This is an optimization exercise on Yosys and OpenROAD, whose aim is small area, not a production implementation. Where RTL was checked, it was by simulation tests only, not by an equivalence proof against the original. No activity file was given, so power comes from the tool's default toggle rates.

## P
==> flow/design.v <==
module spi_top(
    input clk,rst,wr,
    input [7:0]din,addr,
    output done,err,
    output [7:0]dout
);
reg [127:0] ring0;
reg [127:0] ring1;
reg [3:0] ptr;
reg clr;
reg [4:0] cnt;
reg [7:0] cap;
reg done_r, err_r;
reg hit, k0, k1;
localparam [4:0] C3 = 5'd7, C22 = 5'd13, C23 = 5'd26;
wire ok     = (addr[7:5] == 3'd0);
wire start  = (cnt == 5'd0);
wire done_n = ok ? (wr ? (cnt == C22) : (cnt == C23)) : (cnt == C3);
wire [3:0] ptr_n = ptr + 4'd1;
wire clr_n = clr & (ptr != 4'd15);
wire hit_n = (ptr_n == addr[3:0]) & ~start;
wire we_n  = wr & ok & hit_n;
wire we0   = wr & ok & hit & ~addr[4];
wire we1   = wr & ok & hit &  addr[4];
wire [7:0] d0 = (din & {8{we0}}) | (ring0[127:120] & {8{k0}});
wire [7:0] d1 = (din & {8{we1}}) | (ring1[127:120] & {8{k1}});
assign done = done_r;
assign err  = err_r;
assign dout = cap;
always @(posedge clk) begin
    ring0 <= {ring0[119:0], d0};
    ring1 <= {ring1[119:0], d1};
    if (hit | ~ok)
        cap <= (wr | ~ok | clr) ? 8'd0 : (addr[4] ? ring1[127:120] : ring0[127:120]);
    if (rst) begin
        ptr <= 4'd0;
        clr <= 1'b1;
        cnt <= 5'd0;
        done_r <= 1'b0;
        err_r <= 1'b0;
        hit <= 1'b0;
        k0 <= 1'b0;
        k1 <= 1'b0;
    end
    else begin
        ptr <= ptr_n;
        clr <= clr_n;
        cnt <= done_n ? 5'd0 : {cnt[3:0], ~(cnt[4] ^ cnt[2])};
        done_r <= done_n;
        err_r <= ~ok & (cnt == C3);
        hit <= hit_n;
        k0 <= ~(we_n & ~addr[4]) & ~clr_n;
        k1 <= ~(we_n &  addr[4]) & ~clr_n;
    end
end
endmodule
clock: 8.0 ns
lec_check: 0
cap_margin: 20
core_margin: 2
core_utilization: 75
slew_margin: 20
standard.sh (not shown) runs the stock make flow with config.mk's settings and CLKGATE_MAP_FILE= SYNTH_SCRIPT=/design/flow/synth_recipe.tcl, a recipe that flattens the netlist after the stock synthesis.
==> flow/flow/run.sh <==
#!/bin/bash
set -euo pipefail
bash standard.sh \
  BUFFER_PORTS_ARGS="-buffer_cell sky130_fd_sc_hd__buf_1" \
  PRE_DETAIL_PLACE_TCL="$PWD/flow/recover.tcl" \
  CTS_ARGS="-sink_clustering_enable -repair_clock_nets -dont_use_dummy_load -sink_clustering_size 20 -sink_clustering_max_diameter 60 -buf_list sky130_fd_sc_hd__clkbuf_8 -root_buf sky130_fd_sc_hd__clkbuf_4 -tree_buf sky130_fd_sc_hd__clkbuf_4" \
  finish > standard.log 2>&1
==> flow/flow/recover.tcl <==
# Downsize cells on paths with timing slack to spare (ORFS hook, sourced
# before detailed placement).
estimate_parasitics -placement
repair_timing -recover_power 100
diff inputs: P => Q
==> flow/flow/run.sh <==
#!/bin/bash
set -euo pipefail
bash standard.sh \
  BUFFER_PORTS_ARGS="-buffer_cell sky130_fd_sc_hd__buf_1" \
  PRE_DETAIL_PLACE_TCL="$PWD/flow/recover.tcl" \
  CTS_ARGS="-sink_clustering_enable -repair_clock_nets -dont_use_dummy_load -sink_clustering_size 21 -sink_clustering_max_diameter 60 -buf_list sky130_fd_sc_hd__clkbuf_8 -root_buf sky130_fd_sc_hd__clkbuf_4 -tree_buf sky130_fd_sc_hd__clkbuf_4" \
  finish > standard.log 2>&1
-- flow/config.mk --
<<< P, line 10
export CORE_UTILIZATION = 75
>>> Q, line 10
export CORE_UTILIZATION = 70
--- outcome ---
Clock period minus worst slack ends up higher on P.
Run comparison: Q endpoint of the worst setup timing path ring0[6]$_DFF_P_; P endpoint of the worst setup timing path ring0[0]$_DFF_P_
Between Q and P, standard-cell row count is lower for P, Q comes in above that.
[compare] base=P new=Q: CTS buffer count saw little to no change; switching power total saw an increase.
Q ended with every stage complete and zero timing, DRC or antenna violations.
For R, these inputs were changed with respect to Q:
==> flow/flow/run.sh <==
#!/bin/bash
# Standard layout, with these changes: the port buffers are the smallest
# buffer (buf_1); clock tree synthesis clusters up to 20 flip-flops per
# clkbuf_8, builds the tree above them from clkbuf_4 and inserts no dummy
# loads; cells with timing slack to spare are downsized before detailed
# placement (recover.tcl). Each ORFS step logs to orfs/logs/; make's own
# output goes to standard.log.
set -euo pipefail
bash standard.sh \
  BUFFER_PORTS_ARGS="-buffer_cell sky130_fd_sc_hd__buf_1" \
  PRE_DETAIL_PLACE_TCL="$PWD/flow/recover.tcl" \
  CTS_ARGS="-sink_clustering_enable -repair_clock_nets -sink_clustering_size 20 -sink_clustering_max_diameter 50 -buf_list sky130_fd_sc_hd__clkbuf_8 -root_buf sky130_fd_sc_hd__clkbuf_4 -tree_buf sky130_fd_sc_hd__clkbuf_4 -dont_use_dummy_load" \
  finish > standard.log 2>&1
-- flow/config.mk --
<<< Q, line 11
>>> R, line 11
export CTS_BUF_LIST = sky130_fd_sc_hd__clkbuf_8
export CTS_CLUSTER_DIAMETER = 50
export CTS_CLUSTER_SIZE = 20
## What came out
From Q to R the numbers moved as follows: routing usage on met1 held, final hold slack went up 4.2 ps, post-synthesis to final-layout area growth went up 0.22 points.
R — headroom to the max-slew limit 2.3 points lower, Q as reference
Against Q, power in R rose slightly.
On fraction of power spent switching nets, R tracks Q almost exactly.
Diff R..Q | routed wire length | negligible
[compare] base=Q new=R: number of DRC markers after the initial detailed-route iteration picked up an extra 7; clock-buffer cell count increased 1.
Edits applied to the flow inputs when going from R to S:
==> flow/flow/run.sh <==
#!/bin/bash
set -euo pipefail
bash standard.sh \
  BUFFER_PORTS_ARGS="-buffer_cell sky130_fd_sc_hd__buf_1" \
  PRE_DETAIL_PLACE_TCL="$PWD/flow/recover.tcl" \
  CTS_ARGS="-sink_clustering_enable -repair_clock_nets -dont_use_dummy_load -sink_clustering_size 28 -sink_clustering_max_diameter 45 -buf_list sky130_fd_sc_hd__clkbuf_16 -root_buf sky130_fd_sc_hd__clkbuf_8 -tree_buf sky130_fd_sc_hd__clkbuf_8" \
  finish > standard.log 2>&1
-- flow/config.mk --
<<< R, line 11
export CTS_BUF_LIST = sky130_fd_sc_hd__clkbuf_8
export CTS_CLUSTER_DIAMETER = 50
export CTS_CLUSTER_SIZE = 20
>>> S, line 11
Notes after the runs:
Detailed-routing wirelength on met1 in S is about 9% higher than in R
From R to S the numbers moved as follows: area growth from synthesis to layout moved up; sum of met2 wire segment lengths after detailed routing moved up.
Summary — overall fraction of global-route tracks in use, S relative to R: higher, by 2.9 points.
The clock network fraction of design power reported for S is greater than that of R by 5.8 points.
The lower sequential share of cell area of R and S is in S.
S consumes more power than R does.
Worst setup slack delta for S relative to R: 170 ps lower

---

RTL: the design.v shown in full above, as it stands there.
==> flow/config.mk <==
export PLATFORM = sky130hd
export DESIGN_NAME = spi_top
export DESIGN_NICKNAME = spi_top
export VERILOG_FILES = /design/flow/design.v
export SDC_FILE = /design/flow/constraint.sdc
export NUM_CORES = 4
export LEC_CHECK = 0
export CAP_MARGIN = 20
export CORE_MARGIN = 2
export CORE_UTILIZATION = 70
export SLEW_MARGIN = 20
==> flow/constraint.sdc <==
create_clock -name core_clock -period 8.0 [get_ports {clk}]
set_input_delay 1.6000 -clock core_clock [delete_from_list [all_inputs] [get_ports {clk}]]
set_output_delay 1.6000 -clock core_clock [all_outputs]
set_load 0.01 [all_outputs]
==> flow/flow/run.sh <==
#!/bin/bash
set -euo pipefail
bash standard.sh \
  BUFFER_PORTS_ARGS="-buffer_cell sky130_fd_sc_hd__buf_1" \
  PRE_DETAIL_PLACE_TCL="$PWD/flow/recover.tcl" \
  CTS_ARGS="-sink_clustering_enable -repair_clock_nets -dont_use_dummy_load -sink_clustering_size 20 -sink_clustering_max_diameter 50 -buf_list sky130_fd_sc_hd__clkbuf_8 -root_buf sky130_fd_sc_hd__clkbuf_8 -tree_buf sky130_fd_sc_hd__clkbuf_4" \
  finish > standard.log 2>&1
Scripts as last shown in full above: flow/flow/recover.tcl
==> next run, changes <==
==> flow/flow/run.sh (replaced) <==
#!/bin/bash
set -euo pipefail
bash standard.sh \
  BUFFER_PORTS_ARGS="-buffer_cell sky130_fd_sc_hd__buf_1" \
  PRE_DETAIL_PLACE_TCL="$PWD/flow/recover.tcl" \
  CTS_ARGS="-sink_clustering_enable -repair_clock_nets -dont_use_dummy_load -sink_clustering_size 20 -sink_clustering_max_diameter 70 -buf_list sky130_fd_sc_hd__clkbuf_8 -root_buf sky130_fd_sc_hd__clkbuf_4 -tree_buf sky130_fd_sc_hd__clkbuf_4" \
  finish > standard.log 2>&1
After rerunning: Via count fell by 0.93%. Hold slack is better by 56 ps. Clock power fell by 7.4%.
==> next run, changes <==
==> flow/flow/run.sh (replaced) <==
#!/bin/bash
set -euo pipefail
bash standard.sh \
  BUFFER_PORTS_ARGS="-buffer_cell sky130_fd_sc_hd__buf_1" \
  PRE_DETAIL_PLACE_TCL="$PWD/flow/recover.tcl" \
  CTS_ARGS="-sink_clustering_enable -repair_clock_nets -dont_use_dummy_load -sink_clustering_size 20 -sink_clustering_max_diameter 100 -buf_list sky130_fd_sc_hd__clkbuf_8 -root_buf sky130_fd_sc_hd__clkbuf_4 -tree_buf sky130_fd_sc_hd__clkbuf_4" \
  finish > standard.log 2>&1
Result: Clock power hardly moves; combinational power stays flat; register-to-register slack is about the same; synthesized cell count is unchanged.

---

Setup of try-fjord:
Another version of the RTL of spi_top (not shown whole).
Size: ~370 cells after synthesis, roughly 270 flip-flops, about 29 I/O pins.
// spi_top
module spi_top(
    input clk,rst,wr,
    input [7:0]din,addr,
    output done,err,
    output [7:0]dout
);
export LEC_CHECK = 0
export CAP_MARGIN = 20
export CORE_MARGIN = 2
export CORE_UTILIZATION = 80
export SLEW_MARGIN = 20
create_clock -name core_clock -period 8.0 [get_ports {clk}]
==> flow/flow/run.sh <==
#!/bin/bash
set -euo pipefail
bash standard.sh \
  BUFFER_PORTS_ARGS="-buffer_cell sky130_fd_sc_hd__buf_1" \
  CTS_ARGS="-sink_clustering_enable -repair_clock_nets -sink_clustering_size 8 -sink_clustering_max_diameter 25 -buf_list sky130_fd_sc_hd__clkbuf_2 -dont_use_dummy_load " \
  finish > standard.log 2>&1
try-fjord did not finish; the tool stopped in clock tree synthesis with error DPL-0033.
For try-willow, these inputs were changed with respect to try-fjord:
Settings: CTS_CLUSTER_DIAMETER now 50, previously not set; CORE_UTILIZATION now 70, was 80; CTS_BUF_LIST now sky130_fd_sc_hd__clkbuf_8, previously not set; CTS_CLUSTER_SIZE now 20, previously not set.
==> flow/run.sh (new file) <==
#!/bin/bash
# synth_recipe.tcl (not shown) runs the flow's synth.tcl, then flattens the netlist and writes it again
# the make line also repeats each setting of config.mk as NAME=value (left out here)
make -C /OpenROAD-flow-scripts/flow DESIGN_CONFIG=/design/flow/config.mk WORK_HOME=/design/flow/orfs CLKGATE_MAP_FILE= SYNTH_SCRIPT=/design/flow/synth_recipe.tcl finish
removed: flow/flow/run.sh
removed: flow/standard.sh
### Flow results
try-willow was carried through to the last stage, and its layout satisfied the timing, DRC and antenna checks.
Going from try-fjord to try-willow, initial core utilization went down; final weighted congestion in routability-driven placement moved up; height of the die climbed about 7%.
Per the comparison of try-willow with try-fjord, clock buffer count from CTS went down 24, area after synthesis stayed essentially flat.
Setup changes, try-willow to try-indigo
Settings: a deleted CTS_CLUSTER_SIZE that had been 20; a deleted CTS_BUF_LIST that had been sky130_fd_sc_hd__clkbuf_8; a deleted CTS_CLUSTER_DIAMETER that had been 50.
==> flow/flow/run.sh (new file) <==
#!/bin/bash
set -euo pipefail
bash standard.sh \
  BUFFER_PORTS_ARGS="-buffer_cell sky130_fd_sc_hd__buf_1" \
  CTS_ARGS="-sink_clustering_enable -repair_clock_nets -sink_clustering_size 36 -sink_clustering_max_diameter 60 -buf_list sky130_fd_sc_hd__clkbuf_16 -dont_use_dummy_load " \
  finish > standard.log 2>&1
==> flow/standard.sh (new file) <==
#!/bin/bash
# synth_recipe.tcl (not shown) runs the flow's synth.tcl, then flattens the netlist and writes it again
# the make line also repeats each setting of config.mk as NAME=value (left out here)
make -C /OpenROAD-flow-scripts/flow DESIGN_CONFIG=/design/flow/config.mk WORK_HOME=/design/flow/orfs CLKGATE_MAP_FILE= SYNTH_SCRIPT=/design/flow/synth_recipe.tcl "${@:-finish}"
removed: flow/run.sh
### Flow results
Cell with the largest stage delay on the worst path = sky130_fd_sc_hd__o31ai_1: try-indigo; cell with the largest stage delay on the worst path = sky130_fd_sc_hd__clkdlybuf4s50_1: try-willow. Setup slack in try-indigo is larger than in try-willow. Via count of try-indigo is on par with try-willow. Compared with try-willow, in try-indigo total power draw saw a decrease; routed wire length saw an increase. [compare] base=try-willow new=try-indigo: total inserted antenna cells held steady; part of the cycle the worst path needs shrank by 9.9 points; core utilization shrank by 2.4 points; share of cells above drive strength 1 shrank by 2.1 points. try-indigo against try-willow: fraction of power consumed by combinational cells has decreased; shortest clock period the worst path allows after layout has decreased.
Input-level comparison between try-garnet and try-indigo:
Settings: a change of CORE_UTILIZATION from 70 to 85.
==> flow/flow/run.sh <==
#!/bin/bash
set -euo pipefail
bash standard.sh \
  BUFFER_PORTS_ARGS="-buffer_cell sky130_fd_sc_hd__buf_1" \
  CTS_ARGS="-sink_clustering_enable -repair_clock_nets -sink_clustering_size 28 -sink_clustering_max_diameter 40 -buf_list sky130_fd_sc_hd__clkbuf_8 -dont_use_dummy_load " \
  finish > standard.log 2>&1
Findings:
try-indigo finished every stage and its layout cleared the timing, DRC and antenna checks. FAIL try-garnet @ detailed placement: tool exited with error. As far as net count after synthesis goes, try-garnet and try-indigo are indistinguishable; the numbers are identical. Compared with try-indigo, try-garnet shows cell row count lower by 3. Reported for try-indigo and try-garnet, cell area after synthesis turned out identical to the last digit. try-garnet: weighted congestion at the end of routability-driven global placement is about 10% higher than what try-indigo reported. NOTE: width of the die in try-garnet falls short of that of try-indigo. The half-perimeter wire length after placement in try-garnet sits about 90% above the value recorded for try-indigo. Between try-garnet and try-indigo, it is try-garnet whose initial cell density of the core is higher, by 15 points.
Function was not checked in any run of this note: the RTL went through the layout flow alone.

## afterwards: timing with drivers on the ports
Ports are ideal in the flow. The routed layouts listed here were re-timed in OpenROAD.
Step 1 assumes that a clkbuf_16 drives the clock port and a buf_2 every other input.
Step 2 also shifts input and output timing later by t, the mid clock arrival at the registers, as if the neighbouring blocks saw the same clock.
Three values: no drivers, after step 1, after step 2; two values: the first two.
run	t (ns)	slack for setup (ns)	latest minus earliest clock arrival (ns)	worst register clock-pin slew, ns	worst slew at a driven data input, ns
P	0.590	4.979 / 4.987 / 4.397	0.013 / 0.012	0.11 / 0.11	0.03
Q	0.576	5.080 / 5.088 / 4.512	0.055 / 0.055	0.11 / 0.11	0.03
R	0.582	5.058 / 5.066 / 4.485	0.083 / 0.083	0.11 / 0.11	0.03
S	0.544	4.891 / 4.908 / 4.364	0.066 / 0.066	0.10 / 0.10	0.04
the first run of note 2	0.512	4.979 / 4.991 / 4.479	0.068 / 0.068	0.12 / 0.12	0.03
the second run of note 2	0.581	5.028 / 5.038 / 4.458	0.011 / 0.011	0.11 / 0.11	0.03
the third run of note 2	0.581	5.028 / 5.038 / 4.458	0.011 / 0.011	0.11 / 0.11	0.03
try-willow	0.530	2.492 / 2.466 / 2.466	0.025 / 0.024	0.11 / 0.11	0.04
try-indigo	0.486	3.283 / 3.261 / 3.261	0.057 / 0.057	0.12 / 0.12	0.03
After both steps setup and hold are still met in every run listed. The setup slack of P, which loses most, moves by +0.008 ns with the drivers and by -0.582 ns with both steps.
